What follows belongs to an exercise in optimizing a design on an open flow for small area, a short achievable clock period and few clock cycles per item; a production flow would make more cautious choices.
Only simulation tests tie the RTL to the original design; equivalence was not proved.
No activity file was given, so power comes from the tool's default toggle rates.

## flow/design.v

```verilog
module mac8(input [3:0] one, input [3:0] two, input [3:0] neg, input [7:0] b, input [7:0] s, input [2:0] cx, output [7:0] ns, output [2:0] ncx);
wire w1;
wire w2;
wire w3;
wire w4;
wire w5;
wire w6;
wire w7;
wire w8;
wire w9;
wire w10;
wire w11;
wire w12;
wire w13;
wire w14;
wire w15;
wire w16;
wire w17;
wire w18;
wire w19;
wire w20;
wire w21;
wire w22;
wire w23;
wire w24;
wire w25;
wire w26;
wire w27;
wire w28;
wire w29;
wire w30;
wire w31;
wire w32;
wire w33;
wire w34;
wire w35;
wire w36;
wire w37;
wire w38;
wire w39;
wire w40;
assign w1 = neg[0] ^ s[0] ^ ((one[0] & b[0]) ^ neg[0]);
assign w2 = (neg[0] & s[0]) | (neg[0] & ((one[0] & b[0]) ^ neg[0])) | (s[0] & ((one[0] & b[0]) ^ neg[0]));
assign w3 = s[1] ^ (((one[0] & b[1]) | (two[0] & b[0])) ^ neg[0]) ^ w2;
assign w4 = (s[1] & (((one[0] & b[1]) | (two[0] & b[0])) ^ neg[0])) | (s[1] & w2) | ((((one[0] & b[1]) | (two[0] & b[0])) ^ neg[0]) & w2);
assign w5 = neg[1] ^ s[2] ^ (((one[0] & b[2]) | (two[0] & b[1])) ^ neg[0]);
assign w6 = (neg[1] & s[2]) | (neg[1] & (((one[0] & b[2]) | (two[0] & b[1])) ^ neg[0])) | (s[2] & (((one[0] & b[2]) | (two[0] & b[1])) ^ neg[0]));
assign w7 = ((one[1] & b[0]) ^ neg[1]) ^ w5 ^ w4;
assign w8 = (((one[1] & b[0]) ^ neg[1]) & w5) | (((one[1] & b[0]) ^ neg[1]) & w4) | (w5 & w4);
assign w9 = s[3] ^ (((one[0] & b[3]) | (two[0] & b[2])) ^ neg[0]) ^ (((one[1] & b[1]) | (two[1] & b[0])) ^ neg[1]);
assign w10 = (s[3] & (((one[0] & b[3]) | (two[0] & b[2])) ^ neg[0])) | (s[3] & (((one[1] & b[1]) | (two[1] & b[0])) ^ neg[1])) | ((((one[0] & b[3]) | (two[0] & b[2])) ^ neg[0]) & (((one[1] & b[1]) | (two[1] & b[0])) ^ neg[1]));
assign w11 = w6 ^ w9 ^ w8;
assign w12 = (w6 & w9) | (w6 & w8) | (w9 & w8);
assign w13 = neg[2] ^ s[4] ^ (((one[0] & b[4]) | (two[0] & b[3])) ^ neg[0]);
assign w14 = (neg[2] & s[4]) | (neg[2] & (((one[0] & b[4]) | (two[0] & b[3])) ^ neg[0])) | (s[4] & (((one[0] & b[4]) | (two[0] & b[3])) ^ neg[0]));
assign w15 = (((one[1] & b[2]) | (two[1] & b[1])) ^ neg[1]) ^ ((one[2] & b[0]) ^ neg[2]) ^ w10;
assign w16 = ((((one[1] & b[2]) | (two[1] & b[1])) ^ neg[1]) & ((one[2] & b[0]) ^ neg[2])) | ((((one[1] & b[2]) | (two[1] & b[1])) ^ neg[1]) & w10) | (((one[2] & b[0]) ^ neg[2]) & w10);
assign w17 = w13 ^ w15 ^ w12;
assign w18 = (w13 & w15) | (w13 & w12) | (w15 & w12);
assign w19 = s[5] ^ cx[0] ^ (((one[0] & b[5]) | (two[0] & b[4])) ^ neg[0]);
assign w20 = (s[5] & cx[0]) | (s[5] & (((one[0] & b[5]) | (two[0] & b[4])) ^ neg[0])) | (cx[0] & (((one[0] & b[5]) | (two[0] & b[4])) ^ neg[0]));
assign w21 = (((one[1] & b[3]) | (two[1] & b[2])) ^ neg[1]) ^ (((one[2] & b[1]) | (two[2] & b[0])) ^ neg[2]) ^ w14;
assign w22 = ((((one[1] & b[3]) | (two[1] & b[2])) ^ neg[1]) & (((one[2] & b[1]) | (two[2] & b[0])) ^ neg[2])) | ((((one[1] & b[3]) | (two[1] & b[2])) ^ neg[1]) & w14) | ((((one[2] & b[1]) | (two[2] & b[0])) ^ neg[2]) & w14);
assign w23 = w19 ^ w16 ^ w21;
assign w24 = (w19 & w16) | (w19 & w21) | (w16 & w21);
assign w25 = neg[3] ^ s[6] ^ cx[1];
assign w26 = (neg[3] & s[6]) | (neg[3] & cx[1]) | (s[6] & cx[1]);
assign w27 = (((one[0] & b[6]) | (two[0] & b[5])) ^ neg[0]) ^ (((one[1] & b[4]) | (two[1] & b[3])) ^ neg[1]) ^ (((one[2] & b[2]) | (two[2] & b[1])) ^ neg[2]);
assign w28 = ((((one[0] & b[6]) | (two[0] & b[5])) ^ neg[0]) & (((one[1] & b[4]) | (two[1] & b[3])) ^ neg[1])) | ((((one[0] & b[6]) | (two[0] & b[5])) ^ neg[0]) & (((one[2] & b[2]) | (two[2] & b[1])) ^ neg[2])) | ((((one[1] & b[4]) | (two[1] & b[3])) ^ neg[1]) & (((one[2] & b[2]) | (two[2] & b[1])) ^ neg[2]));
assign w29 = ((one[3] & b[0]) ^ neg[3]) ^ w25 ^ w20;
assign w30 = (((one[3] & b[0]) ^ neg[3]) & w25) | (((one[3] & b[0]) ^ neg[3]) & w20) | (w25 & w20);
assign w31 = w27 ^ w22 ^ w29;
assign w32 = (w27 & w22) | (w27 & w29) | (w22 & w29);
assign w33 = s[7] ^ cx[2];
assign w34 = w33 ^ (((one[0] & b[7]) | (two[0] & b[6])) ^ neg[0]);
assign w35 = (((one[1] & b[5]) | (two[1] & b[4])) ^ neg[1]) ^ (((one[2] & b[3]) | (two[2] & b[2])) ^ neg[2]);
assign w36 = (((one[3] & b[1]) | (two[3] & b[0])) ^ neg[3]) ^ w26;
assign w37 = w34 ^ w35;
assign w38 = w36 ^ w37;
assign w39 = w28 ^ w38;
assign w40 = w39 ^ w30;
assign ns = {w32, w24, w18, w17, w11, w7, w3, w1};
assign ncx = {w40, w31, w23};
endmodule
module Main_DP (
	input clk, rst,
	input en,
	output [31:0] Data_o,
	output [27:0] Addr_GBF_in,
	output [27:0] Addr_GBF_w,
	output [23:0] Addr_GBF_o,
	input [31:0] Data_in,
	input [31:0] Data_w,
	output [3:0] we_o,
	output done
	);
	localparam NC = 3;           
	localparam LAST = 54;        
	reg [3:0] ka;
	reg [2:0] ta;
	wire stop = (ta == 3'd4) && (ka == 4'd7);     
	reg [3:0] first;     
	reg wstart;          
	reg done_r;
	reg [3:0] we_r;
	reg [1:0] wrow [0:3];
	reg [1:0] wtile [0:3];
	reg [6:0] addr_a [0:3];
	reg [4:0] addr_bh [0:3];    
	integer p;
	always @(posedge clk or posedge rst) begin
		if (rst) begin
			ka <= 4'd1;
			ta <= 3'd0;
			wstart <= 1'b0;
			done_r <= 1'b0;
			addr_a[0] <= 7'd0;
			for (p = 0; p < 4; p = p + 1) begin
				addr_bh[p] <= 5'd0;
				we_r[p] <= 1'b0;
				wrow[p] <= 2'd0;
				wtile[p] <= 2'd0;
			end
		end else if (en) begin
			if (!stop) begin
				ka <= (ka == 4'd11) ? 4'd0 : ka + 4'd1;
				ta <= (ka == 4'd11) ? ta + 3'd1 : ta;
			end
			wstart <= (ta != 3'd0) && (ka == 4'd1);
			done_r <= (ta == 3'd4) && (ka >= 4'd6);
			addr_a[0] <= {ta[1], 2'b00} * 7'd12 + ka;
			for (p = 0; p < 4; p = p + 1) begin
				addr_bh[p] <= (addr_bh[p][4:1] == 4'd11) ? {4'd0, ~addr_bh[p][0]} : addr_bh[p] + 5'd2;
				we_r[p] <= wstart || (we_r[p] && wrow[p] != 2'd3);
				wrow[p] <= we_r[p] ? wrow[p] + 2'd1 : 2'd0;
				if (we_r[p] && wrow[p] == 2'd3)
					wtile[p] <= wtile[p] + 2'd1;
			end
		end
	end
	always @(posedge clk)
		for (p = 0; p < 4; p = p + 1)
			first[p] <= en && (ka == p + 1);
	always @(posedge clk)
		for (p = 1; p < 4; p = p + 1)
			addr_a[p] <= addr_a[p-1] + 7'd12;
	reg [3:0] one [0:3];
	reg [3:0] two [0:3];
	reg [3:0] neg [0:3];
	reg [7:0] b_d [0:3][0:3];       
	reg [7:0] acc_s [0:3][0:3];     
	reg [NC-1:0] acc_c [0:3][0:3];  
	wire [7:0] nxt_s [0:3][0:3];
	wire [NC-1:0] nxt_c [0:3][0:3];
	reg [7:0] dout [0:3];
	genvar gi, gj;
	generate
		for (gi = 0; gi < 4; gi = gi + 1) begin : row
			for (gj = 0; gj < 4; gj = gj + 1) begin : col
				mac8 u (
					.one(one[gi]),
					.two(two[gi]),
					.neg(neg[gi]),
					.b(b_d[gi][gj]),
					.s(first[gi] ? 8'd0 : acc_s[gi][gj]),
					.cx(first[gi] ? {NC{1'b0}} : acc_c[gi][gj]),
					.ns(nxt_s[gi][gj]),
					.ncx(nxt_c[gi][gj])
				);
			end
		end
	endgenerate
	integer i, j, d;
	reg [7:0] ms;
	reg [NC-1:0] mc;
	reg [8:0] ax;
	always @(posedge clk) begin
		for (i = 0; i < 4; i = i + 1) begin
			ax = {Data_in[8*i +: 8], 1'b0};
			for (d = 0; d < 4; d = d + 1) begin
				one[i][d] <= ax[2*d+1] ^ ax[2*d];
				two[i][d] <= (ax[2*d+2] & ~ax[2*d+1] & ~ax[2*d]) | (~ax[2*d+2] & ax[2*d+1] & ax[2*d]);
				neg[i][d] <= ax[2*d+2];
			end
			b_d[0][i] <= Data_w[8*i +: 8];
		end
		for (i = 1; i < 4; i = i + 1)
			for (j = 0; j < 4; j = j + 1)
				b_d[i][j] <= b_d[i-1][j];
		for (i = 0; i < 4; i = i + 1)
			for (j = 0; j < 4; j = j + 1) begin
				acc_s[i][j] <= nxt_s[i][j];
				acc_c[i][j] <= nxt_c[i][j];
			end
		for (j = 0; j < 4; j = j + 1) begin
			ms = 8'd0;
			mc = {NC{1'b0}};
			for (i = 0; i < 4; i = i + 1) begin
				ms = ms | ({8{first[i]}} & acc_s[i][j]);
				mc = mc | ({NC{first[i]}} & acc_c[i][j]);
			end
			dout[j] <= {ms[7:8-NC] + mc, ms[7-NC:0]};
		end
	end
	genvar g;
	generate
		for (g = 0; g < 4; g = g + 1) begin : ports
			assign Addr_GBF_in[7*g +: 7] = addr_a[g];
			assign Addr_GBF_w[7*g +: 7] = {addr_bh[g], g[1:0]};
			assign Addr_GBF_o[6*g +: 6] = {wtile[g][1], wrow[g], wtile[g][0], g[1:0]};
			assign Data_o[8*g +: 8] = dout[g];
			assign we_o[g] = we_r[g];
		end
	endgenerate
	assign done = done_r;
endmodule
```

## flow/flow/run.sh

```bash
#!/bin/bash
# The standard layout (standard.sh: ORFS synthesis, floorplan, placement, CTS, routing)
# at the design's clock and constraints, with these settings changed:
# - timing repair keeps a setup margin of 7 ns on the 10 ns clock, so it sizes the design
#   for a shorter achieved period;
# - port buffers are buf_2 cells;
# - CTS clusters up to 30 sinks within 100 um.
set -euo pipefail
bash standard.sh SETUP_SLACK_MARGIN=7.0 CTS_CLUSTER_SIZE=30 CTS_CLUSTER_DIAMETER=100 \
  "BUFFER_PORTS_ARGS=-buffer_cell sky130_fd_sc_hd__buf_2" finish > run_standard.log 2>&1
```

## flow/standard.sh

```bash
#!/bin/bash
# synth_recipe.tcl (not shown) runs the flow's synth.tcl, then flattens the netlist and writes it again
# the make line also repeats each setting of config.mk as NAME=value (left out here)
make -C /OpenROAD-flow-scripts/flow DESIGN_CONFIG=/design/flow/config.mk WORK_HOME=/design/flow/orfs CLKGATE_MAP_FILE= SYNTH_SCRIPT=/design/flow/synth_recipe.tcl "${@:-finish}"
```

## flow/config.mk

```make
export PLATFORM = sky130hd
export DESIGN_NAME = Main_DP
export DESIGN_NICKNAME = Main_DP
export VERILOG_FILES = /design/flow/design.v
export SDC_FILE = /design/flow/constraint.sdc
export NUM_CORES = 8
export LEC_CHECK = 0
export CAP_MARGIN = 20
export CORE_MARGIN = 2
export CORE_UTILIZATION = 40
export SLEW_MARGIN = 20
```

## flow/constraint.sdc

```tcl
create_clock -name core_clock -period 10.0 [get_ports {clk}]
set_input_delay 2.0000 -clock core_clock [delete_from_list [all_inputs] [get_ports {clk}]]
set_output_delay 2.0000 -clock core_clock [all_outputs]
set_load 0.01 [all_outputs]
```

==> summary.txt, run 1 <==
Status
  • Status: timing/DRC/antenna clean

Placement
  • I/O Buffers: 166
  • Post-placement setup slack: 6.15 ns
  • Placed cells: 3229
  • HPWL Detailed: 52200 um
  • Placed Area: 26900 um2
  • Routability Congestion: a little under 0.9

Synthesis
  • Seq/Total Area, Yosys: 37.3%
  • Library cells used by synthesis: 39
  • Top cells by area, synth: dfxtp_1 32%, fa_1 19%, xnor2_1 10%
  • Post-synth EDFFs: 0
  • Top FF cell, synth: dfxtp_1
  • Post-synthesis register bit count: about 460
  • Biggest area consumer among synthesized cells: dfxtp_1
  • Top cells by count, synth: 409 x dfxtp_1, 312 x a22oi_1, 301 x xnor2_1, 244 x fa_1, 227 x inv_1
  • Syn Area/Cell: 10.9 um2
  • Cells after Synth: 2342
  • Synth warnings: 23
  • Most numerous cell in the Yosys netlist: dfxtp_1
  • Yosys top cell area share: a little under a third
  • Syn Std Cell Area: 25600 um2
  • Share of synthesized registers carrying an async set or reset: 11.7%

Routing
  • Met2 WL: 35000 um
  • DR WL/cell: 21.8 um
  • DRT met1 WL: 31200 um
  • Iter 0 DRT Violations: 1469
  • DRT Pass-1 Iters: 5
  • Via density: approximately 5.2
  • Routed wire length on met3: between 4000 and 5000 um
  • Routed wire length: 72600 um
  • Antenna Violating Nets Remaining: 0
  • DR top layer: met4
  • Post-route DRC: 0
  • Total number of vias: 17378

Critical path
  • Slowest CP cell: dfrtp_1
  • Levels on crit path: 1
  • CP endpoint: Addr_GBF_in[1]
  • CP startpoint: addr_a[0][1]
  • Critical path class: reg2out
  • CP bufs+invs: 1
  • Top Family by Delay on Critical Path: flip-flops
  • Worst path max stage delay: 0.43 ns
  • Startpoint Class: flip-flop
  • Reg2Reg Depth: 9
  • Worst Path Arrival: 1.18 ns
  • RR Endpoint: acc_s[4][4]
  • Reg2reg start: first[1]
  • Cell breakdown of the critical path: buf_2
  • CP required: 8.00 ns
  • CP Capture Type: output pin
  • FF-to-FF setup slack: 7.09 ns
  • CP Max Fanout: 3

Pwr
  • Comb pwr share: 51.7%
  • Clock share of power: 12.9%
  • Psw: roughly 3.6 mW
  • Static leakage: 12.3 nW
  • P per Cell Area: around 310 nW/um2
  • Power, Total: 8.96 mW
  • Int Pwr: 5.35 mW
  • Peak supply drop: between 0.15 and 0.2 mV
  • Register share of total power: ~35%
  • Sw frac: 40.3%

Floorplanning
  • Die X: 257 um
  • I/O pin total: 184
  • Starting density of the core: roughly two fifths
  • FP Rows: 92
  • Total core area: 63200 um2
  • DIE HEIGHT: 257 um
  • Die area: 66000 um2

STA
  • Final hold vios: 0
  • Worst-Margin Slew: between 0.9 and 1 ns
  • Pins over their slew limit: 0
  • Fin Clk Skew: roughly 0.031 ns
  • Final setup margin: ~7 ns
  • Peak Freq: 0.315 GHz
  • Setup_tns: 0 ns
  • Fin crit share: 31.8%
  • RSZ-0062 raised after global routing: yes
  • WHS: 0.364 ns
  • Setup violations, final: 0
  • Minimum clock period: 3.18 ns
  • Max-slew headroom: 37.5%

Clock network
  • Worst skew pair latency: 0.59 ns
  • Root Buffer: clkbuf_16
  • Num Clock Sinks: 463
  • Num CTS Buffers: 23
  • Hold-fix buffers at CTS: 0
  • H-Tree Depth: 1
  • TritonCTS clock tree: yes
  • CTS Buffer Depth: 3
  • Worst-path clk slew: 0.12 ns

Global routing
  • Overflow after GRT: 0
  • Gr usage total: 21.7%
  • Initial antenna violation count: 0
  • Largest net degree at the start of global routing: 69
  • Number of global-route vias before repair: 18214
  • First-pass GRT wire length: 111000 um

Cells and area
  • Share of post-route cells with drive strength above 1: 15.9%
  • Layout fillers: 5851
  • # nets final: between 2000 and 3000
  • Finished Layout Cells: 3336
  • # diodes: 0
  • Finished Cell Area: 28800 um2
  • Syn-to-layout area delta: 12.7%
  • Post-Route Utilization: a little under half

Hold path
  • Hold Path Class: reg2reg
  • Worst Hold Depth: 0
  • Worst hold start: b_d[11][7]

Flow run
  • # Max-Cap Violations: 0
## worst min-delay path by stage
| stage | endpoint | slack (ns) |
|---|---|---|
| 6_report | b_d[15][7] | 0.36 |
| 3_3_place_gp | addr_a[2][1] | 0.34 |
| 4_1_cts | b_d[15][7] | 0.36 |
| 3_5_place_dp | addr_a[2][1] | 0.34 |
| 2_1_floorplan | b_d[12][0] | 0.33 |
| 5_1_grt | b_d[15][7] | 0.37 |
## final cells by class
| type | count | area (um2) | area share [%] |
|---|---|---|---|
| Sequential cell | 463 | 9620 | 33.4 |
| Multi-Input combinational cell | 1497 | 14400 | 50.1 |
| Clock buffer | 27 | 612 | 2.12 |
| Tap cell | 846 | 1060 | 3.67 |
| Inverter | 231 | 888 | 3.08 |
| Clock inverter | 11 | 160 | 0.555 |
| Timing Repair Buffer | 261 | 2060 | 7.13 |
## registers in the layout, indices dropped and copies added (netlist names), 16 cells and up
register / count
acc_s: 128
b_d: 128
acc_c: 48
dout: 32
addr_a: 26
addr_bh: 20
neg: 16
one: 16
two: 16
## worst reg2reg max path: stages (launching register included)
cell	delay [ns]
dfxtp_4	0.54
buf_16	0.23
nor2b_1	0.12
mux2_2	0.27
fa_1	0.49
fa_1	0.41
inv_1	0.08
fa_1	0.16
inv_1	0.05
fa_1	0.43
## power groups by stage
stage	Combinational [mW]	Sequential (mW)	Clock, mW
3_5_place_dp	4.23	3.20	0
2_1_floorplan	3.09	3.01	0
5_1_grt	5.28	3.23	1.25
3_3_place_gp	4.03	3.19	0
4_1_cts	4.54	3.15	1.19
6_report	4.64	3.17	1.15
## routing by layer
layer	global-route usage [%]	up-vias
li1	-	7825
met1	29.6	8844
met2	36.2	620
met3	2.73	89
met4	6.02	0
met5	0	-
## logic make-up after synthesis
kind of cell | count (synthesis) | synth area share, %
flip-flops | 463 | 37.3
AO/OA/AOI/OAI | 400 | 11.5
adder cells (fa/ha/maj) | 266 | 20.2
AND/OR/NAND/NOR | 346 | 7.07
XOR/XNOR | 437 | 16.0
multiplexers | 31 | 1.35
other | 2 | 0.0293
buffers and inverters | 397 | 6.57
## cells in the final DEF (no fill, tap or decap), types with 4 or more instances in the layout
| cell type | synthesis | layout |
|---|---|---|
| a21o_1 | 5 | 5 |
| a21oi_1 | 5 | 5 |
| a221oi_1 | 16 | 16 |
| a22o_1 | 22 | 22 |
| a22oi_1 | 312 | 311 |
| a31oi_1 | 4 | 4 |
| buf_16 | 0 | 4 |
| buf_2 | 37 | 110 |
| buf_4 | 22 | 81 |
| buf_6 | 4 | 62 |
| clkbuf_16 | 0 | 27 |
| clkinv_4 | 0 | 4 |
| conb_1 | 2 | 17 |
| dfrtp_1 | 53 | 50 |
| dfxtp_1 | 409 | 357 |
| dfxtp_2 | 0 | 48 |
| dfxtp_4 | 0 | 4 |
| fa_1 | 244 | 244 |
| ha_1 | 22 | 22 |
| inv_1 | 227 | 226 |
| mux2_2 | 29 | 29 |
| nand2_1 | 119 | 119 |
| nand2b_1 | 46 | 46 |
| nand3_1 | 9 | 9 |
| nand3b_1 | 12 | 12 |
| nand4_1 | 9 | 9 |
| nor2_1 | 19 | 19 |
| nor2b_1 | 117 | 117 |
| nor3_1 | 10 | 9 |
| o21ai_0 | 33 | 33 |
| xnor2_1 | 301 | 300 |
| xnor2_2 | 6 | 7 |
| xnor3_1 | 16 | 16 |
| xor2_1 | 114 | 114 |
## what timing repair did
item,4_1_cts,5_1_grt
endpoints found under the setup margin,232,124
resized for setup,95,50
buffers inserted,51,15
cloned,0,3
Testbench counts, summed over its fixed seeds: cycles 6,912, jobs 128.
==> run 2: changes to the inputs <==
--- a/flow/design.v
+++ b/flow/design.v
@@ -1,4 +1,4 @@
-module mac8(input [3:0] one, input [3:0] two, input [3:0] neg, input [7:0] b, input [7:0] s, input [2:0] cx, output [7:0] ns, output [2:0] ncx);
+module mac8(input [3:0] one, input [3:0] two, input [3:0] neg, input [7:0] b, input [7:0] s, input [1:0] cx, output [7:0] ns, output [1:0] ncx);
 wire w1;
 wire w2;
 wire w3;
@@ -63,24 +63,24 @@
 assign w22 = ((((one[1] & b[3]) | (two[1] & b[2])) ^ neg[1]) & (((one[2] & b[1]) | (two[2] & b[0])) ^ neg[2])) | ((((one[1] & b[3]) | (two[1] & b[2])) ^ neg[1]) & w14) | ((((one[2] & b[1]) | (two[2] & b[0])) ^ neg[2]) & w14);
 assign w23 = w19 ^ w16 ^ w21;
 assign w24 = (w19 & w16) | (w19 & w21) | (w16 & w21);
-assign w25 = neg[3] ^ s[6] ^ cx[1];
-assign w26 = (neg[3] & s[6]) | (neg[3] & cx[1]) | (s[6] & cx[1]);
-assign w27 = (((one[0] & b[6]) | (two[0] & b[5])) ^ neg[0]) ^ (((one[1] & b[4]) | (two[1] & b[3])) ^ neg[1]) ^ (((one[2] & b[2]) | (two[2] & b[1])) ^ neg[2]);
-assign w28 = ((((one[0] & b[6]) | (two[0] & b[5])) ^ neg[0]) & (((one[1] & b[4]) | (two[1] & b[3])) ^ neg[1])) | ((((one[0] & b[6]) | (two[0] & b[5])) ^ neg[0]) & (((one[2] & b[2]) | (two[2] & b[1])) ^ neg[2])) | ((((one[1] & b[4]) | (two[1] & b[3])) ^ neg[1]) & (((one[2] & b[2]) | (two[2] & b[1])) ^ neg[2]));
-assign w29 = ((one[3] & b[0]) ^ neg[3]) ^ w25 ^ w20;
-assign w30 = (((one[3] & b[0]) ^ neg[3]) & w25) | (((one[3] & b[0]) ^ neg[3]) & w20) | (w25 & w20);
-assign w31 = w27 ^ w22 ^ w29;
-assign w32 = (w27 & w22) | (w27 & w29) | (w22 & w29);
-assign w33 = s[7] ^ cx[2];
+assign w25 = neg[3] ^ s[6] ^ (((one[0] & b[6]) | (two[0] & b[5])) ^ neg[0]);
+assign w26 = (neg[3] & s[6]) | (neg[3] & (((one[0] & b[6]) | (two[0] & b[5])) ^ neg[0])) | (s[6] & (((one[0] & b[6]) | (two[0] & b[5])) ^ neg[0]));
+assign w27 = (((one[1] & b[4]) | (two[1] & b[3])) ^ neg[1]) ^ (((one[2] & b[2]) | (two[2] & b[1])) ^ neg[2]) ^ ((one[3] & b[0]) ^ neg[3]);
+assign w28 = ((((one[1] & b[4]) | (two[1] & b[3])) ^ neg[1]) & (((one[2] & b[2]) | (two[2] & b[1])) ^ neg[2])) | ((((one[1] & b[4]) | (two[1] & b[3])) ^ neg[1]) & ((one[3] & b[0]) ^ neg[3])) | ((((one[2] & b[2]) | (two[2] & b[1])) ^ neg[2]) & ((one[3] & b[0]) ^ neg[3]));
+assign w29 = w20 ^ w25 ^ w27;
+assign w30 = (w20 & w25) | (w20 & w27) | (w25 & w27);
+assign w31 = w22 ^ w29 ^ w24;
+assign w32 = (w22 & w29) | (w22 & w24) | (w29 & w24);
+assign w33 = s[7] ^ cx[1];
 assign w34 = w33 ^ (((one[0] & b[7]) | (two[0] & b[6])) ^ neg[0]);
 assign w35 = (((one[1] & b[5]) | (two[1] & b[4])) ^ neg[1]) ^ (((one[2] & b[3]) | (two[2] & b[2])) ^ neg[2]);
-assign w36 = (((one[3] & b[1]) | (two[3] & b[0])) ^ neg[3]) ^ w26;
-assign w37 = w34 ^ w35;
-assign w38 = w36 ^ w37;
-assign w39 = w28 ^ w38;
+assign w36 = (((one[3] & b[1]) | (two[3] & b[0])) ^ neg[3]) ^ w34;
+assign w37 = w35 ^ w36;
+assign w38 = w26 ^ w28;
+assign w39 = w37 ^ w38;
 assign w40 = w39 ^ w30;
-assign ns = {w32, w24, w18, w17, w11, w7, w3, w1};
-assign ncx = {w40, w31, w23};
+assign ns = {w32, w31, w18, w17, w11, w7, w3, w1};
+assign ncx = {w40, w23};
 endmodule
 module Main_DP (
 	input clk, rst,
@@ -94,49 +94,34 @@
 	output [3:0] we_o,
 	output done
 	);
-	localparam NC = 3;           
-	localparam LAST = 54;        
+	localparam NC = 2;           
 	reg [3:0] ka;
 	reg [2:0] ta;
 	wire stop = (ta == 3'd4) && (ka == 4'd7);     
 	reg [3:0] first;     
-	reg wstart;          
 	reg done_r;
-	reg [3:0] we_r;
-	reg [1:0] wrow [0:3];
-	reg [1:0] wtile [0:3];
+	reg we_r;
+	reg [1:0] wrow;      
+	reg [1:0] wtile;
 	reg [6:0] addr_a [0:3];
-	reg [4:0] addr_bh [0:3];    
+	reg [4:0] addr_bh;   
 	integer p;
 	always @(posedge clk or posedge rst) begin
 		if (rst) begin
 			ka <= 4'd1;
 			ta <= 3'd0;
-			wstart <= 1'b0;
-			done_r <= 1'b0;
-			addr_a[0] <= 7'd0;
-			for (p = 0; p < 4; p = p + 1) begin
-				addr_bh[p] <= 5'd0;
-				we_r[p] <= 1'b0;
-				wrow[p] <= 2'd0;
-				wtile[p] <= 2'd0;
-			end
-		end else if (en) begin
-			if (!stop) begin
-				ka <= (ka == 4'd11) ? 4'd0 : ka + 4'd1;
-				ta <= (ka == 4'd11) ? ta + 3'd1 : ta;
-			end
-			wstart <= (ta != 3'd0) && (ka == 4'd1);
-			done_r <= (ta == 3'd4) && (ka >= 4'd6);
-			addr_a[0] <= {ta[1], 2'b00} * 7'd12 + ka;
-			for (p = 0; p < 4; p = p + 1) begin
-				addr_bh[p] <= (addr_bh[p][4:1] == 4'd11) ? {4'd0, ~addr_bh[p][0]} : addr_bh[p] + 5'd2;
-				we_r[p] <= wstart || (we_r[p] && wrow[p] != 2'd3);
-				wrow[p] <= we_r[p] ? wrow[p] + 2'd1 : 2'd0;
-				if (we_r[p] && wrow[p] == 2'd3)
-					wtile[p] <= wtile[p] + 2'd1;
-			end
-		end
+		end else if (en && !stop) begin
+			ka <= (ka == 4'd11) ? 4'd0 : ka + 4'd1;
+			ta <= (ka == 4'd11) ? ta + 3'd1 : ta;
+		end
+	end
+	always @(posedge clk) begin
+		done_r <= !rst && en && (ta == 3'd4) && (ka >= 4'd6);
+		we_r <= !rst && en && (ta != 3'd0) && (ka >= 4'd2) && (ka <= 4'd5);
+		wrow <= ka[1:0] - 2'd2;
+		wtile <= ta[1:0] - 2'd1;
+		addr_a[0] <= (!rst && en) ? {ta[1], 2'b00} * 7'd12 + ka : 7'd0;
+		addr_bh <= (!rst && en) ? {ka, ta[0]} : 5'd0;
 	end
 	always @(posedge clk)
 		for (p = 0; p < 4; p = p + 1)
@@ -199,17 +184,17 @@
 				ms = ms | ({8{first[i]}} & acc_s[i][j]);
 				mc = mc | ({NC{first[i]}} & acc_c[i][j]);
 			end
-			dout[j] <= {ms[7:8-NC] + mc, ms[7-NC:0]};
+			dout[j] <= ms + {mc[1], 1'b0, mc[0], 5'd0};
 		end
 	end
 	genvar g;
 	generate
 		for (g = 0; g < 4; g = g + 1) begin : ports
 			assign Addr_GBF_in[7*g +: 7] = addr_a[g];
-			assign Addr_GBF_w[7*g +: 7] = {addr_bh[g], g[1:0]};
-			assign Addr_GBF_o[6*g +: 6] = {wtile[g][1], wrow[g], wtile[g][0], g[1:0]};
+			assign Addr_GBF_w[7*g +: 7] = {addr_bh, g[1:0]};
+			assign Addr_GBF_o[6*g +: 6] = {wtile[1], wrow, wtile[0], g[1:0]};
 			assign Data_o[8*g +: 8] = dout[g];
-			assign we_o[g] = we_r[g];
+			assign we_o[g] = we_r;
 		end
 	endgenerate
 	assign done = done_r;
==> flow/flow/run.sh (replaced) <==
#!/bin/bash
# The standard layout (standard.sh: ORFS synthesis, floorplan, placement, CTS, routing)
# at the design's clock and constraints, with these settings changed:
# - timing repair keeps a setup margin of 6.9 ns on the 10 ns clock, so it sizes the
#   design for a shorter achieved period;
# - the core is 70% full (a smaller die, shorter wires);
# - port buffers are buf_2 cells;
# - CTS clusters up to 25 sinks within 90 um.
set -euo pipefail
bash standard.sh SETUP_SLACK_MARGIN=6.9 CORE_UTILIZATION=70 CTS_CLUSTER_SIZE=25 CTS_CLUSTER_DIAMETER=90 \
  "BUFFER_PORTS_ARGS=-buffer_cell sky130_fd_sc_hd__buf_2" finish > run_standard.log 2>&1
==> run 2 against run 1 <==
  * Still clean on timing, DRC and antenna
  * Clock power decreased by about 20%
  * Combinational power down about 20%
  * Critical path depth did not move
  * Non-clock buffer count is 76 lower
  * Die area decreased by 47%
  * Sequential share of layout area increased by 0.20 points
  * Cell area decreased by 14%
  * Via count is 8.9% lower
  * Critical path type unchanged
  * Largest cell class unchanged
  * Largest power group unchanged
==> summary.txt, run 2 <==
Status
  • Status: timing/DRC/antenna clean (unchanged)

Critical path
  • CP Capture Type: output pin (unchanged)
  • CP required: 8.00 ns (about the same)
  • Cell breakdown of the critical path: buf_2 (unchanged)
  • CP Max Fanout: 1 (was 3)
  • Worst path max stage delay: 0.38 ns (was 0.43 ns)
  • Top Family by Delay on Critical Path: flip-flops (unchanged)
  • Startpoint Class: flip-flop (unchanged)
  • Slowest CP cell: dfxtp_1 (was dfrtp_1)
  • CP bufs+invs: 1 (unchanged)
  • Critical path class: reg2out (unchanged)
  • Worst Path Arrival: 1.08 ns (was 1.18 ns)

Synthesis
  • Yosys top cell area share: 34.4% (was 32.0%)
  • Biggest area consumer among synthesized cells: dfxtp_1 (unchanged)
  • Post-synthesis register bit count: 412 (was 463)
  • Synth warnings: 17 (was 23)
  • Share of synthesized registers carrying an async set or reset: 1.70% (was 11.7%)
  • Library cells used by synthesis: 39 (unchanged)
  • Most numerous cell in the Yosys netlist: dfxtp_1 (unchanged)
  • Top cells by area, synth: dfxtp_1 34%, fa_1 20%, xnor2_1 10% (was dfxtp_1 32%, fa_1 19%, xnor2_1 10%)
  • Post-synth EDFFs: 0 (unchanged)
  • Top cells by count, synth: 405 x dfxtp_1, 320 x a22oi_1, 280 x xnor2_1, 240 x fa_1, 193 x inv_1 (was 409 x dfxtp_1, 312 x a22oi_1, 301 x xnor2_1, 244 x fa_1, 227 x inv_1)
  • Cells after Synth: 2162 (was 2342)
  • Seq/Total Area, Yosys: 35.2% (was 37.3%)
  • Syn Area/Cell: 10.9 um2 (about the same)
  • Syn Std Cell Area: 23600 um2 (was 25600 um2)
  • Top FF cell, synth: dfxtp_1 (unchanged)

Floorplanning
  • DIE HEIGHT: 187 um (was 257 um)
  • Total core area: 33400 um2 (was 63200 um2)
  • Die X: 187 um (was 257 um)
  • I/O pin total: 184 (unchanged)
  • Starting density of the core: 70.6% (was 40.5%)
  • Die area: 35100 um2 (was 66000 um2)
  • FP Rows: 67 (was 92)

Placement
  • I/O Buffers: 166 (unchanged)
  • Routability Congestion: 0.913 (was 0.874)
  • HPWL Detailed: 44300 um (was 52200 um)

STA
  • Peak Freq: 0.324 GHz (was 0.315 GHz)
  • Worst-Margin Slew: 0.850 ns (was 0.936 ns)
  • Minimum clock period: 3.08 ns (was 3.18 ns)
  • Max-slew headroom: 43.3% (was 37.5%)
  • Setup violations, final: 0 (unchanged)
  • Fin Clk Skew: 0.0224 ns (was 0.0314 ns)
  • Final hold vios: 0 (unchanged)
  • Pins over their slew limit: 0 (unchanged)
  • Fin crit share: 30.8% (was 31.8%)
  • RSZ-0062 raised after global routing: yes (unchanged)
  • Setup_tns: 0 ns (unchanged)

Hold path
  • Hold Path Class: reg2reg (unchanged)

Cells and area
  • # nets final: 2522 (was 2810)
  • Register area: 8340 um2 (was 9620 um2)
  • Layout fillers: 2494 (was 5851)
  • Commonest non-fill, non-tap cell in the layout: dfxtp_1 (unchanged)
  • Area of the multi-input gates: 13600 um2 (was 14400 um2)
  • Syn-to-layout area delta: 5.48% (was 12.7%)
  • Most frequent cells in the layout: 372 x dfxtp_1, 319 x a22oi_1, 280 x xnor2_1 (was 357 x dfxtp_1, 311 x a22oi_1, 300 x xnor2_1)
  • Share of post-route cells with drive strength above 1: 12.8% (was 15.9%)
  • Regs by FF count: acc_s x128, b_d x128 (was acc_s x128, b_d x128, acc_c x48)
  • Post-Route Utilization: 74.5% (was 45.6%)
  • # diodes: 0 (unchanged)

Global routing
  • Met1 GRT Util: 51.5% (was 29.6%)
  • Initial antenna violation count: 1 (was 0)
  • Gr busiest metal: met2 (unchanged)
  • Gr usage total: 35.2% (was 21.7%)
  • Number of global-route vias before repair: 15886 (was 18214)
  • Overflow after GRT: 0 (unchanged)
  • Largest net degree at the start of global routing: 77 (was 69)
  • First-pass GRT wire length: 94300 um (was 111000 um)
  • Met2 Track Usage GR: 53.4% (was 36.2%)
  • Met3 Use GR: 6.45% (was 2.73%)

Routing
  • Via density: 5.97 (was 5.21)
  • Antenna Violating Nets Remaining: 0 (unchanged)
  • Post-route DRC: 0 (unchanged)
  • Routed wire length: 60600 um (was 72600 um)
  • Total number of vias: 15823 (was 17378)
  • DR WL/cell: 22.9 um (was 21.8 um)
  • DRT Pass-1 Iters: 6 (was 5)
  • Iter 0 DRT Violations: 1605 (was 1469)

Clock network
  • Worst skew pair latency: 0.56 ns (was 0.59 ns)
  • CTS Buffer Depth: 3 (unchanged)
  • Num Clock Sinks: 412 (was 463)
  • Num CTS Buffers: 20 (was 23)
  • TritonCTS clock tree: yes (unchanged)
  • H-Tree Depth: 1 (unchanged)
  • Worst-path clk slew: 0.10 ns (was 0.12 ns)
  • Root Buffer: clkbuf_16 (unchanged)

Pwr
  • Peak supply drop: 0.198 mV (was 0.197 mV)
  • Static leakage: 10.7 nW (was 12.3 nW)
  • P per Cell Area: 298 nW/um2 (was 311 nW/um2)

Flow run
  • # Max-Cap Violations: 0 (unchanged)
## run 2: cell count changes after synthesis, moves of 13 or more
cell / change
nor2b_1: -64
nand2b_1: +47
buf_4: +31
xnor2_1: -21
a22o_1: -13
nand2_1: -15
dfrtp_1: -47
inv_1: -34
## run 2: cells by family (layout without fill, tap and decap cells)
logic type,Yosys count,count (layout),share of synthesized area [%]
adders and majority gates,258,258,21.4
muxes,17,17,0.813
AOI/OAI and AO/OA,362,362,11.4
xor gates and xnor gates,425,425,17.1
other,2,17,0.0319
and+or+nand+nor,298,298,6.64
buffers and inverters,388,412,7.44
DFF,412,412,35.2
## run 2: final timing paths
| path | cells past startpoint | slack (ns) | end | startpoint |
|---|---|---|---|---|
| max in group asynchronous | 2 | 8.34 | ka[0] | rst |
| worst min register to register | 0 | 0.35 | b_d[12][7] | b_d[8][7] |
| worst max-delay path | 1 | 6.92 | Data_o[28] | dout[3][4] |
| worst min-delay path | 0 | 0.35 | b_d[12][7] | b_d[8][7] |
| min in group asynchronous | 2 | 1.38 | ka[1] | rst |
| worst max register to register | 9 | 6.94 | acc_s[11][4] | first[2] |
## run 2: repair_timing
action,CTS,global route
setup buffers,2,1
setup endpoints to repair,141,60
gates cloned,0,0
hold buffers,0,0
pin swaps,0,0
endpoints found under the hold margin,0,0
gates resized for setup,26,26
## run 2: area by class of cell
cell class / count / share of cell area, %
sequential: 412 / 33.6
multi-input combinational: 1377 / 54.7
clock inverter: 2 / 0.0655
inverter: 201 / 3.12
tap: 448 / 2.26
clock buffer: 24 / 2.20
timing repair buffer: 185 / 4.15
## run 2: metal layers
layer / share of wire (%) / wire [um]
met4: 3.5 / 2150
met3: 11 / 6380
met2: 45 / 27500
met1: 41 / 24700
met5: 0 / 0
## run 2: report_power, final
part           switching (mW)  internal, mW  total [mW]
logic                    1.98          1.74        3.72
clock network           0.531         0.391       0.922
registers               0.497          2.25        2.75
## run 2: metrics by stage
stage | instance area, um2 | total power, mW | hold WS, ns | worst slack, ns | std cells
3_3_place_gp | 24100 | 6.22 | 0.332 | 6.13 | 2620
2_1_floorplan | 23600 | 5.43 | 0.326 | 6.96 | 2177
4_1_cts | 24800 | 7.38 | 0.347 | 6.90 | 2648
5_1_grt | 24800 | 8.06 | 0.355 | 6.87 | 2649
6_report | 24800 | 7.39 | 0.348 | 6.92 | 2649
3_5_place_dp | 24100 | 6.43 | 0.334 | 6.04 | 2620
Testbench counts of run 2, summed over its fixed seeds: cycles 6,912, jobs 128.
==> run 3: changes to the inputs <==
--- a/flow/design.v
+++ b/flow/design.v
@@ -116,7 +116,7 @@
 		end
 	end
 	always @(posedge clk) begin
-		done_r <= !rst && en && (ta == 3'd4) && (ka >= 4'd6);
+		done_r <= !rst && (done_r || (en && (ta == 3'd4) && (ka >= 4'd6)));
 		we_r <= !rst && en && (ta != 3'd0) && (ka >= 4'd2) && (ka <= 4'd5);
 		wrow <= ka[1:0] - 2'd2;
 		wtile <= ta[1:0] - 2'd1;
==> flow/flow/run.sh (replaced) <==
#!/bin/bash
# The standard layout (standard.sh: ORFS synthesis, floorplan, placement, CTS, routing)
# at the design's clock and constraints, with these settings changed:
# - timing repair keeps a setup margin of 6.9 ns on the 10 ns clock, so it sizes the
#   design for a shorter achieved period;
# - the core is 70% full (a smaller die, shorter wires);
# - port buffers are buf_1 cells;
# - CTS clusters up to 25 sinks within 90 um.
set -euo pipefail
bash standard.sh SETUP_SLACK_MARGIN=6.9 CORE_UTILIZATION=70 CTS_CLUSTER_SIZE=25 CTS_CLUSTER_DIAMETER=90 \
  "BUFFER_PORTS_ARGS=-buffer_cell sky130_fd_sc_hd__buf_1" finish > run_standard.log 2>&1
==> run 3 against run 2 <==
  * Synthesized cell count rose by 0.14%
  * Combinational power hardly changed
  * Critical endpoint is now Addr_GBF_o[17]
  * Core utilization down 0.70 points
  * Count of clock-buffer cells in the layout is the same
  * Still clean on timing, DRC and antenna
  * Flip-flop and latch count stayed put
  * Non-clock buffer count decreased by 5
  * Critical path type unchanged
  * Die area about the same
  * First-iteration DRC count grew 1.6%
  * Worst setup slack better by 0.0086 ns
  * Clock skew decreased by 0.0036 ns
  * Critical path depth unchanged
==> summary.txt, run 3 <==
Critical path
  • RR Endpoint: acc_s[7][4] (was acc_s[11][4])
  • FF-to-FF setup slack: 6.99 ns (was 6.94 ns)
  • CP Capture Type: output pin (unchanged)
  • Critical path class: reg2out (unchanged)
  • Reg2Reg Depth: 9 (unchanged)
  • Startpoint Class: flip-flop (unchanged)
  • CP bufs+invs: 1 (unchanged)
  • CP required: 8.00 ns (about the same)
  • Slowest CP cell: dfxtp_1 (unchanged)
  • CP Max Fanout: 4 (was 1)
  • Top Family by Delay on Critical Path: flip-flops (unchanged)
  • Worst Path Arrival: 1.08 ns (about the same)
  • Cell breakdown of the critical path: buf_1 (was buf_2)
  • Reg2reg start: first[1] (was first[2])
  • Worst path max stage delay: 0.38 ns (about the same)

Placement
  • Routability Congestion: 0.940 (was 0.913)
  • Post-placement setup slack: 6.01 ns (was 6.04 ns)
  • HPWL Detailed: 44200 um (was 44300 um)
  • I/O Buffers: 166 (unchanged)

Routing
  • Iter 0 DRT Violations: 1630 (was 1605)
  • DRT Pass-1 Iters: 6 (unchanged)
  • Antenna Violating Nets Remaining: 0 (unchanged)
  • Via density: 5.91 (was 5.97)
  • Post-route DRC: 0 (unchanged)
  • Routed wire length: 59800 um (was 60600 um)
  • Total number of vias: 15628 (was 15823)
  • DR WL/cell: 22.6 um (was 22.9 um)

Hold path
  • Worst Hold Depth: 0 (unchanged)
  • Hold Path Class: reg2reg (unchanged)
  • WHS Endpoint: b_d[12][7] (unchanged)
  • Worst hold start: b_d[8][7] (unchanged)

Synthesis
  • Post-synthesis register bit count: 412 (unchanged)
  • Biggest area consumer among synthesized cells: dfxtp_1 (unchanged)
  • Yosys top cell area share: 34.4% (about the same)
  • Synth warnings: 17 (unchanged)
  • Cells after Synth: 2165 (was 2162)
  • Library cells used by synthesis: 39 (unchanged)
  • Top FF cell, synth: dfxtp_1 (unchanged)
  • Simple-gate share of the synthesized area: 6.68% (was 6.64%)
  • Top cells by count, synth: 405 x dfxtp_1, 320 x a22oi_1, 280 x xnor2_1, 240 x fa_1, 193 x inv_1 (unchanged)
  • Most numerous cell in the Yosys netlist: dfxtp_1 (unchanged)
  • Post-synth EDFFs: 0 (unchanged)
  • Mux cell area share after synthesis: 0.813% (about the same)
  • Syn Std Cell Area: 23600 um2 (about the same)
  • Seq/Total Area, Yosys: 35.2% (about the same)
  • XOR/XNOR Fraction of Synth Area: 17.1% (about the same)
  • Post-Synth Adder-Cell Area: 21.4% (about the same)
  • Syn Area/Cell: 10.9 um2 (about the same)
  • Largest family of logic cells by synthesized area: adder cells (unchanged)
  • Compound-cell area share of the yosys netlist: 11.4% (about the same)
  • Share of synthesized registers carrying an async set or reset: 1.70% (unchanged)
  • Top cells by area, synth: dfxtp_1 34%, fa_1 20%, xnor2_1 10% (unchanged)

Cells and area
  • # diodes: 0 (unchanged)
  • Area of the multi-input gates: 13600 um2 (unchanged)
  • Most frequent cells in the layout: 371 x dfxtp_1, 320 x a22oi_1, 280 x xnor2_1 (was 372 x dfxtp_1, 319 x a22oi_1, 280 x xnor2_1)
  • Syn-to-layout area delta: 4.46% (was 5.48%)
  • Register area: 8330 um2 (was 8340 um2)
  • # nets final: 2519 (was 2522)
  • Commonest non-fill, non-tap cell in the layout: dfxtp_1 (unchanged)
  • Regs by FF count: acc_s x128, b_d x128 (unchanged)
  • Layout fillers: 2487 (was 2494)
  • Share of post-route cells with drive strength above 1: 6.83% (was 12.8%)

Global routing
  • Number of global-route vias before repair: 15812 (was 15886)
  • Overflow after GRT: 0 (unchanged)
  • Gr usage total: 35.0% (was 35.2%)
  • First-pass GRT wire length: 94300 um (about the same)
  • Initial antenna violation count: 1 (unchanged)
  • Largest net degree at the start of global routing: 77 (unchanged)

Clock network
  • TritonCTS clock tree: yes (unchanged)
  • Worst-path clk slew: 0.10 ns (about the same)
  • Worst skew pair latency: 0.56 ns (about the same)
  • CTS Buffer Depth: 3 (unchanged)
  • Root Buffer: clkbuf_16 (unchanged)
  • Hold-fix buffers at CTS: 0 (unchanged)
  • Postcts setup bufs: 0 (was 2)
  • Num Clock Sinks: 412 (unchanged)
  • Num CTS Buffers: 20 (unchanged)
  • H-Tree Depth: 1 (unchanged)

STA
  • Worst-Margin Slew: 0.780 ns (was 0.850 ns)
  • Fin Clk Skew: 0.0188 ns (was 0.0224 ns)
  • Setup violations, final: 0 (unchanged)
  • Pins over their slew limit: 0 (unchanged)
  • Final hold vios: 0 (unchanged)
  • WHS: 0.351 ns (was 0.348 ns)
  • Peak Freq: 0.325 GHz (was 0.324 GHz)
  • Setup_tns: 0 ns (unchanged)
  • RSZ-0062 raised after global routing: yes (unchanged)
  • Max-slew headroom: 47.9% (was 43.3%)
  • Final setup margin: 6.92 ns (about the same)
  • Minimum clock period: 3.08 ns (about the same)
  • Fin crit share: 30.8% (about the same)

Floorplanning
  • FP Rows: 67 (unchanged)
  • Die X: 187 um (about the same)
  • Total core area: 33400 um2 (unchanged)
  • Starting density of the core: 70.6% (about the same)
  • I/O pin total: 184 (unchanged)
  • DIE HEIGHT: 187 um (about the same)
  • Die area: 35100 um2 (about the same)

Status
  • Status: timing/DRC/antenna clean (unchanged)

Pwr
  • P per Cell Area: 299 nW/um2 (was 298 nW/um2)
  • Peak supply drop: 0.261 mV (was 0.198 mV)
  • Static leakage: 10.3 nW (was 10.7 nW)

Flow run
  • # Max-Cap Violations: 0 (unchanged)
==> run 3: cell types whose count changed after synthesis, sizes merged <==
cell    change
buf         +6
clkbuf      -5
a41oi       +1
nand2b      +1
nor2        +1
o2111a      -1
o21a        -1
o21ai       +1
==> run 3: final cells by class <==
| class | instances | share of cell area [%] |
|---|---|---|
| repair buffers | 180 | 3.29 |
| multi-input cells | 1379 | 55.2 |
| flip-flops and latches | 412 | 33.9 |
| inverters | 201 | 3.15 |
| clock buffers | 24 | 2.18 |
| clock inverters | 1 | 0.0661 |
| well taps | 448 | 2.28 |
==> run 3: metrics by stage <==
stage	power (mW)	cell area (um2)	util, %	std cells
3_5_place_dp	6.43	23900	71.7	2620
5_1_grt	8.04	24600	73.8	2645
2_1_floorplan	5.43	23600	-	2180
6_report	7.36	24600	73.8	2645
4_1_cts	7.37	24500	73.5	2645
3_3_place_gp	6.21	23900	71.7	2620
==> run 3: repair_timing <==
action	CTS	global route
endpoints found under the setup margin	152	84
gates cloned	0	0
pin swaps	0	0
gates resized for setup	38	53
==> run 3: layer usage <==
metal | wire length [um] | GRT usage, % | up-vias
met5 | 13 | 0 | -
met4 | 2470 | 13.2 | 2
met3 | 5560 | 7.05 | 125
met1 | 24700 | 50.2 | 7777
met2 | 27000 | 53.0 | 767
li1 | - | - | 6957
==> run 3: worst reg2reg max path, cell delays in order (launching register included) <==
cell and delay [ns]:
dfxtp_2 0.33, buf_6 0.44, nor2b_1 0.22, mux2_2 0.30, fa_1 0.49, fa_1 0.42
inv_1 0.08, fa_1 0.16, inv_1 0.05, fa_1 0.42
==> run 3: cells by family (layout without fill, tap and decap cells) <==
| group | after synthesis | count (layout) |
|---|---|---|
| AOI/OAI and AO/OA | 362 | 362 |
| muxes | 17 | 17 |
| other | 2 | 17 |
| adders and majority gates | 258 | 258 |
| buffers and inverters | 389 | 406 |
| DFF | 412 | 412 |
| xor gates and xnor gates | 425 | 425 |
| and+or+nand+nor | 300 | 300 |
==> run 3: how the worst max path moves through the flow <==
| stage | from | end | slack [ns] | depth (start not counted) |
|---|---|---|---|---|
| floorplan | one[0][0] | acc_s[3][6] | 6.96 | 9 |
| global placement | neg[0][1] | acc_c[3][1] | 6.13 | 8 |
| detailed placement | neg[0][1] | acc_s[3][6] | 6.01 | 7 |
| CTS | we_r | we_o[0] | 6.90 | 1 |
| global route | one[1][2] | acc_c[4][1] | 6.84 | 8 |
| finish | wtile[1] | Addr_GBF_o[17] | 6.92 | 1 |
==> run 3: report_power, final <==
part | switching, mW | internal, mW
clock network | 0.532 | 0.384
logic | 1.99 | 1.71
registers | 0.493 | 2.25
total | 3.01 | 4.35
Testbench counts of run 3, summed over its fixed seeds: cycles 6,912, jobs 128.

[afterwards: timing with drivers on the ports]
How much do the figures lean on ideal ports? The routed layouts below were timed once more, with nothing changed but the port constraints.
Step 1, drivers: a clkbuf_16 drives clk and a buf_2 each remaining input, both assumed.
Step 2 times the ports against the registers' clock, not the clock port: input delays grow and output delays shrink by t, the midpoint of the rising clock arrivals with the driver on.
a / b / c = no drivers / after step 1 / after step 2; a / b = the first two.
| run | shift t [ns] | slack for setup (ns) | cell pins on the clock port's net |
|---|---|---|---|
| run 1 | 0.639 | 6.824 / 6.757 / 6.572 | 1 |
| run 2 | 0.599 | 6.916 / 6.862 / 6.723 | 1 |
| run 3 | 0.601 | 6.925 / 6.868 / 6.556 | 1 |
After both steps every run listed still meets setup and hold. The setup slack of run 3, which loses most, moves by -0.057 ns with the drivers and by -0.369 ns with both steps.
